Context: an optimization exercise on an open-source flow, tuned for small area. The choices shown serve that exercise and are no tape-out recipe.
The RTL was checked by simulation tests, not by an equivalence proof against the original design.
No driver is modelled on the clock port, so clocking that relies on it looks cheaper here than on a real chip.
Power is estimated from default activity; no workload was simulated.

==> run a <==
Design vga_demo, start of the top module:
module vga_demo(ClkPort, vga_h_sync, vga_v_sync, vga_r, vga_g, vga_b, Sw0, Sw1, btnU, btnR, btnL,
	St_ce_bar, St_rp_bar, Mt_ce_bar, Mt_St_oe_bar, Mt_St_we_bar,
	An0, An1, An2, An3, Ca, Cb, Cc, Cd, Ce, Cf, Cg, Dp,
	LD0, LD1, LD2, LD3, LD4, LD5, LD6, LD7);
	input ClkPort, btnU, btnR, btnL, Sw0, Sw1;
	output St_ce_bar, St_rp_bar, Mt_ce_bar, Mt_St_oe_bar, Mt_St_we_bar;
	output vga_h_sync, vga_v_sync, vga_r, vga_g, vga_b;
	output An0, An1, An2, An3, Ca, Cb, Cc, Cd, Ce, Cf, Cg, Dp;
	output LD0, LD1, LD2, LD3, LD4, LD5, LD6, LD7;
	reg vga_r, vga_g, vga_b;
	wire board_clk = ClkPort;
	wire reset = Sw0;
	reg [12:0] DIV_CLK;
	always @(posedge board_clk)
		if (reset)
			DIV_CLK <= 13'd0;
		else
			DIV_CLK <= DIV_CLK + 1'b1;
	wire pixel_ce = (DIV_CLK[1:0] == 2'b01);
	wire game_ce = (DIV_CLK == 13'h0FFF);
	wire scan_win = (DIV_CLK[12:4] == 9'h0FF);    
	assign {St_ce_bar, St_rp_bar, Mt_ce_bar, Mt_St_oe_bar, Mt_St_we_bar} = 5'b11111;
	wire inDisplayArea;
	wire [9:0] CounterX, CounterY;
	hvsync_generator syncgen(.clk(board_clk), .ce(pixel_ce), .reset(reset), .vga_h_sync(vga_h_sync),
		.vga_v_sync(vga_v_sync), .inDisplayArea(inDisplayArea), .CounterX(CounterX), .CounterY(CounterY));
	wire [9:0] position, projX, returnX;
	wire [7:0] py;
	wire [8:0] returnY, topY;
	wire [4:0] base;
	wire [14:0] alive;
	wire [3:0] score;
	ee354_spinvaders_sm Invaders(.Clk(board_clk), .ce(game_ce), .win(scan_win), .p(DIV_CLK[3:0]), .reset(reset),
		.L(btnL), .R(btnR), .shoot(btnU), .position(position), .projX(projX), .py(py),
		.returnX(returnX), .returnY(returnY), .topY(topY), .base(base), .alive(alive), .score(score));
	wire [11:0] e = {2'b0, CounterY} + 12'd16 - {3'b0, topY};
	wire row0 = (e >= 12'd6) && (e <= 12'd26);
	wire row1 = (e >= 12'd56) && (e <= 12'd76);
  ...
==> flow/config.mk <==
export PLATFORM = sky130hd
export DESIGN_NAME = vga_demo
export DESIGN_NICKNAME = vga_demo
export VERILOG_FILES = /design/flow/design.v
export SDC_FILE = /design/flow/constraint.sdc
export NUM_CORES = 4
export LEC_CHECK = 0
export CAP_MARGIN = 20
export CORE_MARGIN = 2
export CORE_UTILIZATION = 60
export CTS_BUF_LIST = sky130_fd_sc_hd__clkbuf_8
export CTS_CLUSTER_DIAMETER = 50
export CTS_CLUSTER_SIZE = 15
export PLACE_DENSITY = 0.75
export SLEW_MARGIN = 20
==> flow/constraint.sdc <==
create_clock -name core_clock -period 10.0 [get_ports {ClkPort}]
set_input_delay 2.0000 -clock core_clock [delete_from_list [all_inputs] [get_ports {ClkPort}]]
set_output_delay 2.0000 -clock core_clock [all_outputs]
set_load 0.01 [all_outputs]
standard.sh (not shown) runs the stock make flow with config.mk's settings and CLKGATE_MAP_FILE= SYNTH_SCRIPT=/design/flow/synth_recipe.tcl, a recipe that flattens the netlist after the stock synthesis.
==> flow/flow/run.sh <==
#!/bin/bash
# Layout flow: the standard flow, with one extra step after synthesis that
# re-maps the combinational logic of the standard synthesis netlist for area
# (ABC: deepsyn, choices, area mapping).  Flip-flops are left untouched.
# Each tool writes its full output to a log file of its own in this folder.
set -uo pipefail
W=$PWD
F=$W/flow
R=$W/orfs/results/${FLOW_PLATFORM}/vga_demo/base
LIB=$FLOW_HOME/platforms/${FLOW_PLATFORM}/lib/sky130_fd_sc_hd__tt_025C_1v80.lib
YOSYS=$FLOW_HOME/../tools/install/yosys/bin/yosys
[ -x "$YOSYS" ] || YOSYS=$(command -v yosys)

bash standard.sh synth > $W/std_synth.log 2>&1 || exit 1

cp $R/1_2_yosys.v $W/std_1_2_yosys.v
KEEP=$(grep -oE 'sky130_fd_sc_hd__(df|edf|sdf|dl|conb)[a-z0-9_]*' $W/std_1_2_yosys.v | sort -u | tr '\n' ' ')
sed -e "s#{LIB}#$LIB#g" -e "s#{IN}#$W/std_1_2_yosys.v#" -e "s#{OUT}#$W/resyn.v#g" \
    -e "s#{ABC}#$F/resyn.abc#" -e "s#{KEEP}#$KEEP#" -e "s#{DONTUSE}#$(cat $F/dont_use.txt)#" \
    $F/resyn.ys > $W/resyn.ys
timeout 1200 $YOSYS -c /dev/null -s $W/resyn.ys > $W/resyn.log 2>&1
ok=$?
# use the re-mapped netlist only if it holds the same flip-flops and only library cells
if [ $ok -eq 0 ] && [ -s $W/resyn.v ]; then
  ff() { grep -oE '^\s*sky130_fd_sc_hd__(df|edf|sdf|dl)[a-z0-9_]* \S+' $1 | sed 's/^\s*//' | sort; }
  if [ "$(ff $W/std_1_2_yosys.v)" == "$(ff $W/resyn.v)" ] && ! grep -qE '^\s*\\?\$' $W/resyn.v; then
    cp $W/resyn.v $R/1_2_yosys.v
    rm -f $R/1_synth.odb $R/1_synth.sdc
    echo "re-mapped netlist in use" >> $W/resyn.log
  else
    echo "re-mapped netlist refused; standard netlist kept" >> $W/resyn.log
  fi
fi

bash standard.sh > $W/std_finish.log 2>&1
Other scripts of this flow, unchanged in this note and not shown: flow/flow/dont_use.txt, flow/flow/resyn.abc, flow/flow/resyn.ys
==> run b (differences from run a) <==
--- a/flow/design.v
+++ b/flow/design.v
@@ -43,29 +43,31 @@
       inDisplayArea<=0;
    else if(ce)
 	   inDisplayArea <= (CounterX<640) && (CounterY<480);
 assign vga_h_sync = ~vga_HS;
 assign vga_v_sync = ~vga_VS;
 endmodule
 `timescale 1ns / 1ps
 module ee354_spinvaders_sm(Clk, ce, win, p, reset, L, R, shoot,
-	position, projX, py, returnX, returnY, topY, base, alive, score);
+	position, projX, py, returnX, returnY, topY, base, alive, score, prow, ahit);
 	input Clk, ce, win, reset;
 	input [3:0] p;
 	input L, R, shoot;
 	output reg [9:0] position;
 	output reg [9:0] projX;
 	output reg [7:0] py;           
 	output reg [9:0] returnX;
 	output reg [8:0] returnY;
 	output reg [8:0] topY;         
 	output reg [4:0] base;         
 	output reg [14:0] alive;       
 	output reg [3:0] score;
+	output [2:0] prow;             
+	input [14:0] ahit;             
 	reg dir;
 	reg [2:0] selh;                
 	reg [79:0] ring;
 	reg found;
 	reg [4:0] sel_bk;
 	reg sel_dead;
 	wire [4:0] head = ring[4:0];
 	wire [10:0] rpd = {1'b0, returnX} + 11'd9 - {1'b0, position};
@@ -74,27 +76,21 @@
 	wire turn = dir ? (base > 5'd25) : (base == 5'd0);
 	wire [4:0] base_next = turn ? base : (dir ? base + 5'd1 : base - 5'd1);
 	wire [9:0] projY = {1'b0, py, 1'b0};
 	wire [11:0] f = {2'b0, projY} + 12'd16 - {3'b0, topY};
 	wire prow0 = (f >= 12'd6) && (f <= 12'd26);
 	wire prow1 = (f >= 12'd56) && (f <= 12'd76);
 	wire prow2 = (f >= 12'd106) && (f <= 12'd126);
 	wire active = !go && (projX != 10'd900) && (py != 8'd0);
-	wire [11:0] g = {2'b0, projX} + 12'd64 - {6'b0, base, 1'b0};
-	wire [4:0] gA, gB;
-	genvar m;
-	generate for (m = 0; m < 5; m = m + 1) begin : cols
-		assign gA[m] = (g >= 119 + 100*m) && (g <= 159 + 100*m);
-		assign gB[m] = (g >= 194 + 100*m) && (g <= 234 + 100*m);
-	end endgenerate
-	wire [14:0] ahit = alive & {{5{prow2}} & gA, {5{prow1}} & gB, {5{prow0}} & gA};
+	assign prow = {prow2, prow1, prow0};
 	wire head_alive = (p == 4'd15) ? 1'b1 : alive[p];
 	wire head_row = (p < 4'd5) ? prow0 : (p < 4'd10) ? prow1 : (p < 4'd15) ? prow2 : 1'b0;
-	wire [11:0] s = g + {6'b0, head, 1'b0};
+	wire [5:0] t = {1'b0, head} - {1'b0, base};
+	wire [11:0] s = {2'b0, projX} + {{5{t[5]}}, t, 1'b0} + 12'd64;
 	wire cand = win && active && head_row && !head_alive && (s >= 12'd994) && (s <= 12'd1034);
 	wire found_eff = found && (p != 4'd0);
 	wire first = cand && !found_eff;
 	always @(posedge Clk) begin
 		found <= found_eff | cand;
 		ring <= {(head_alive | first) ? base_next : head, ring[79:5]};
 		if (p == {selh, 1'b0}) begin
 			sel_bk <= head;
@@ -199,37 +195,47 @@
 	wire [9:0] position, projX, returnX;
 	wire [7:0] py;
 	wire [8:0] returnY, topY;
 	wire [4:0] base;
 	wire [14:0] alive;
 	wire [3:0] score;
 	ee354_spinvaders_sm Invaders(.Clk(board_clk), .ce(game_ce), .win(scan_win), .p(DIV_CLK[3:0]), .reset(reset),
 		.L(btnL), .R(btnR), .shoot(btnU), .position(position), .projX(projX), .py(py),
-		.returnX(returnX), .returnY(returnY), .topY(topY), .base(base), .alive(alive), .score(score));
+		.returnX(returnX), .returnY(returnY), .topY(topY), .base(base), .alive(alive), .score(score),
+		.prow(prow), .ahit(colhit));
 	wire [11:0] e = {2'b0, CounterY} + 12'd16 - {3'b0, topY};
 	wire row0 = (e >= 12'd6) && (e <= 12'd26);
 	wire row1 = (e >= 12'd56) && (e <= 12'd76);
 	wire row2 = (e >= 12'd106) && (e <= 12'd126);
-	wire [11:0] q = {2'b0, CounterX} - {6'b0, base, 1'b0} + (row1 ? 12'd126 : 12'd201);
-	wire [4:0] rowalive = ({5{row0}} & alive[4:0]) | ({5{row1}} & alive[9:5]) | ({5{row2}} & alive[14:10]);
+	wire hitchk = game_ce && !reset;
+	wire [2:0] prow;
+	wire [2:0] rsel = hitchk ? prow : {row2, row1, row0};
+	wire [9:0] xin = hitchk ? projX : CounterX;
+	wire [11:0] q = {2'b0, xin} - {6'b0, base, 1'b0} + (rsel[1] ? 12'd126 : 12'd201);
 	wire [4:0] col;
 	genvar m;
 	generate for (m = 0; m < 5; m = m + 1) begin : cols
 		assign col[m] = (q >= 256 + 100*m) && (q <= 296 + 100*m);
 	end endgenerate
-	wire R = |(rowalive & col);
-	wire [10:0] gx = {1'b0, CounterX} + 11'd20 - {1'b0, position};
-	wire G = (CounterY >= 10'd415) && (CounterY <= 10'd435) && (position >= 10'd20) && (gx <= 11'd40);
-	wire [10:0] pxd = {1'b0, CounterX} + 11'd2 - {1'b0, projX};
-	wire [10:0] pyd = {1'b0, CounterY} + 11'd5 - {2'b0, py, 1'b0};
-	wire [10:0] rxd = {1'b0, CounterX} + 11'd2 - {1'b0, returnX};
-	wire [10:0] ryd = {1'b0, CounterY} + 11'd5 - {2'b0, returnY};
-	wire B = (|projX[9:1] && pxd <= 11'd4 && py >= 8'd3 && pyd <= 11'd10) ||
-		 (|returnX[9:1] && rxd <= 11'd4 && returnY >= 9'd5 && ryd <= 11'd10);
+	wire [14:0] colhit = alive & {{5{rsel[2]}} & col, {5{rsel[1]}} & col, {5{rsel[0]}} & col};
+	wire R = |colhit;
+	wire [10:0] gx = {1'b0, CounterX} - {1'b0, position};
+	wire G = (CounterY >= 10'd415) && (CounterY <= 10'd435) && (position >= 10'd20) &&
+		((gx[10:5] == 6'b000000 && gx[4:0] <= 5'd20) || (gx[10:5] == 6'b111111 && gx[4:0] >= 5'd12));
+	wire [10:0] pxd = {1'b0, CounterX} - {1'b0, projX};
+	wire [10:0] pyd = {1'b0, CounterY} - {2'b0, py, 1'b0};
+	wire [10:0] rxd = {1'b0, CounterX} - {1'b0, returnX};
+	wire [10:0] ryd = {1'b0, CounterY} - {2'b0, returnY};
+	wire pxin = (pxd[10:2] == 9'h000 && pxd[1:0] != 2'b11) || (pxd[10:1] == 10'h3ff);
+	wire rxin = (rxd[10:2] == 9'h000 && rxd[1:0] != 2'b11) || (rxd[10:1] == 10'h3ff);
+	wire pyin = (pyd[10:3] == 8'h00 && pyd[2:0] <= 3'd5) || (pyd[10:3] == 8'hff && pyd[2:0] >= 3'd3);
+	wire ryin = (ryd[10:3] == 8'h00 && ryd[2:0] <= 3'd5) || (ryd[10:3] == 8'hff && ryd[2:0] >= 3'd3);
+	wire B = (|projX[9:1] && pxin && py >= 8'd3 && pyin) ||
+		 (|returnX[9:1] && rxin && returnY >= 9'd5 && ryin);
 	always @(posedge board_clk)
 	if (reset || pixel_ce) begin
 		vga_r <= R & inDisplayArea;
 		vga_g <= G & inDisplayArea;
 		vga_b <= B & inDisplayArea;
 	end
 	assign {LD0, LD1, LD2, LD3, LD4, LD5, LD6, LD7} = {1'b0, 1'b0, Sw1, 1'b1, reset, 1'b0, 1'b0, 1'b0};
 	wire [1:0] ssdscan_clk = DIV_CLK[10:9];
==> flow/flow/run.sh (replaced) <==
#!/bin/bash
# Layout flow: the standard flow, with one extra step after synthesis that
# re-maps the combinational logic of the standard synthesis netlist for area
# (ABC: deepsyn, choices, area mapping).  Flip-flops are left untouched.
# After global placement the port buffers are made the smallest buffer, and after
# clock tree synthesis its dummy loads are removed.
# Each tool writes its full output to a log file of its own in this folder.
set -uo pipefail
W=$PWD
F=$W/flow
R=$W/orfs/results/${FLOW_PLATFORM}/vga_demo/base
LIB=$FLOW_HOME/platforms/${FLOW_PLATFORM}/lib/sky130_fd_sc_hd__tt_025C_1v80.lib
YOSYS=$FLOW_HOME/../tools/install/yosys/bin/yosys
[ -x "$YOSYS" ] || YOSYS=$(command -v yosys)

bash standard.sh synth > $W/std_synth.log 2>&1 || exit 1

cp $R/1_2_yosys.v $W/std_1_2_yosys.v
KEEP=$(grep -oE 'sky130_fd_sc_hd__(df|edf|sdf|dl|conb)[a-z0-9_]*' $W/std_1_2_yosys.v | sort -u | tr '\n' ' ')
sed -e "s#{LIB}#$LIB#g" -e "s#{IN}#$W/std_1_2_yosys.v#" -e "s#{OUT}#$W/resyn.v#g" \
    -e "s#{ABC}#$F/resyn.abc#" -e "s#{KEEP}#$KEEP#" -e "s#{DONTUSE}#$(cat $F/dont_use.txt)#" \
    $F/resyn.ys > $W/resyn.ys
timeout 1200 $YOSYS -s $W/resyn.ys > $W/resyn.log 2>&1
ok=$?
# use the re-mapped netlist only if it holds the same flip-flops and only library cells
if [ $ok -eq 0 ] && [ -s $W/resyn.v ]; then
  ff() { grep -oE '^\s*sky130_fd_sc_hd__(df|edf|sdf|dl)[a-z0-9_]* \S+' $1 | sed 's/^\s*//' | sort; }
  if [ "$(ff $W/std_1_2_yosys.v)" == "$(ff $W/resyn.v)" ] && ! grep -qE '^\s*\\?\$' $W/resyn.v; then
    cp $W/resyn.v $R/1_2_yosys.v
    rm -f $R/1_synth.odb $R/1_synth.sdc
    echo "re-mapped netlist in use" >> $W/resyn.log
  else
    echo "re-mapped netlist refused; standard netlist kept" >> $W/resyn.log
  fi
fi

OPENROAD=$(command -v openroad || echo $FLOW_HOME/../tools/install/OpenROAD/bin/openroad)
bash standard.sh $R/3_3_place_gp.odb > $W/std_place_gp.log 2>&1 || exit 1
EDIT_DB=$R/3_3_place_gp.odb $OPENROAD -no_init -exit $F/edit_ports.tcl > $W/edit_ports.log 2>&1
bash standard.sh $R/4_1_cts.odb > $W/std_cts.log 2>&1 || exit 1
EDIT_DB=$R/4_1_cts.odb $OPENROAD -no_init -exit $F/edit_cts.tcl > $W/edit_cts.log 2>&1
bash standard.sh > $W/std_finish.log 2>&1
==> flow/flow/edit_cts.tcl (new file) <==
# Remove the dummy loads that clock tree synthesis adds to balance its leaf nets.
read_db $::env(EDIT_DB)
set block [ord::get_db_block]
set n 0
foreach inst [$block getInsts] {
  if {[string match clkload* [$inst getName]]} {
    odb::dbInst_destroy $inst
    incr n
  }
}
puts "dummy clock loads removed: $n"
write_db $::env(EDIT_DB)
==> flow/flow/edit_ports.tcl (new file) <==
# Port buffers: the smallest buffer of the library (every port keeps its buffer).
read_db $::env(EDIT_DB)
set block [ord::get_db_block]
set master [[ord::get_db] findMaster sky130_fd_sc_hd__buf_1]
set n 0
foreach inst [$block getInsts] {
  if {[regexp {^(input|output)[0-9]+$} [$inst getName]] &&
      [[$inst getMaster] getName] eq "sky130_fd_sc_hd__clkdlybuf4s50_1"} {
    $inst swapMaster $master
    incr n
  }
}
puts "port buffers resized: $n"
write_db $::env(EDIT_DB)
CTS_CLUSTER_DIAMETER = 70   (was 50)
CTS_CLUSTER_SIZE = 19   (was 15)
==> comparison <==
Run b ran to the end with no violations. Run a finished clean.
Of run a and run b, run a has the higher clock-buffer cell count (gap 7).
Against run a, the sequential share of layout area of run b is higher by 11 points.
In run a the utilization is higher than in run b, by 0.41 points.
In run a the register-to-register slack is higher than in run b, by 2.8 ns.
Between run b and run a, the lower worst hold slack is in run b (gap 0.026 ns).
Between run a and run b, the lower combinational power is in run b (gap about 66%, measured against run b).
Against run b, the global-route usage of run a is lower by 3.7 points.

[re-timing with driven ports]
Ports are ideal in the flow. The routed layouts listed here were re-timed in OpenROAD.
Step 1 sets driving cells, clkbuf_16 on the clock port and buf_2 on the other inputs (assumed; they add their load-dependent delay and slew).
Step 2 adds t to the input delays and takes it off the output delays; t is the mean of the earliest and latest rising clock arrival at the registers after step 1. Input paths then give back, and output paths get back, about the clock's delay inside the block.
Three values: ideal, step 1, step 2; two values: the first two.
run	shift t [ns]	setup slack, ns	clock arrival spread, ns	worst slew at a driven data input, ns	cell pins on the clock port's net
run a	0.601	3.845 / 3.845 / 3.845	0.028 / 0.027	0.06	1
run b	0.551	1.093 / 1.093 / 1.093	0.050 / 0.050	0.06	1
After both steps setup and hold are still met in every run listed.
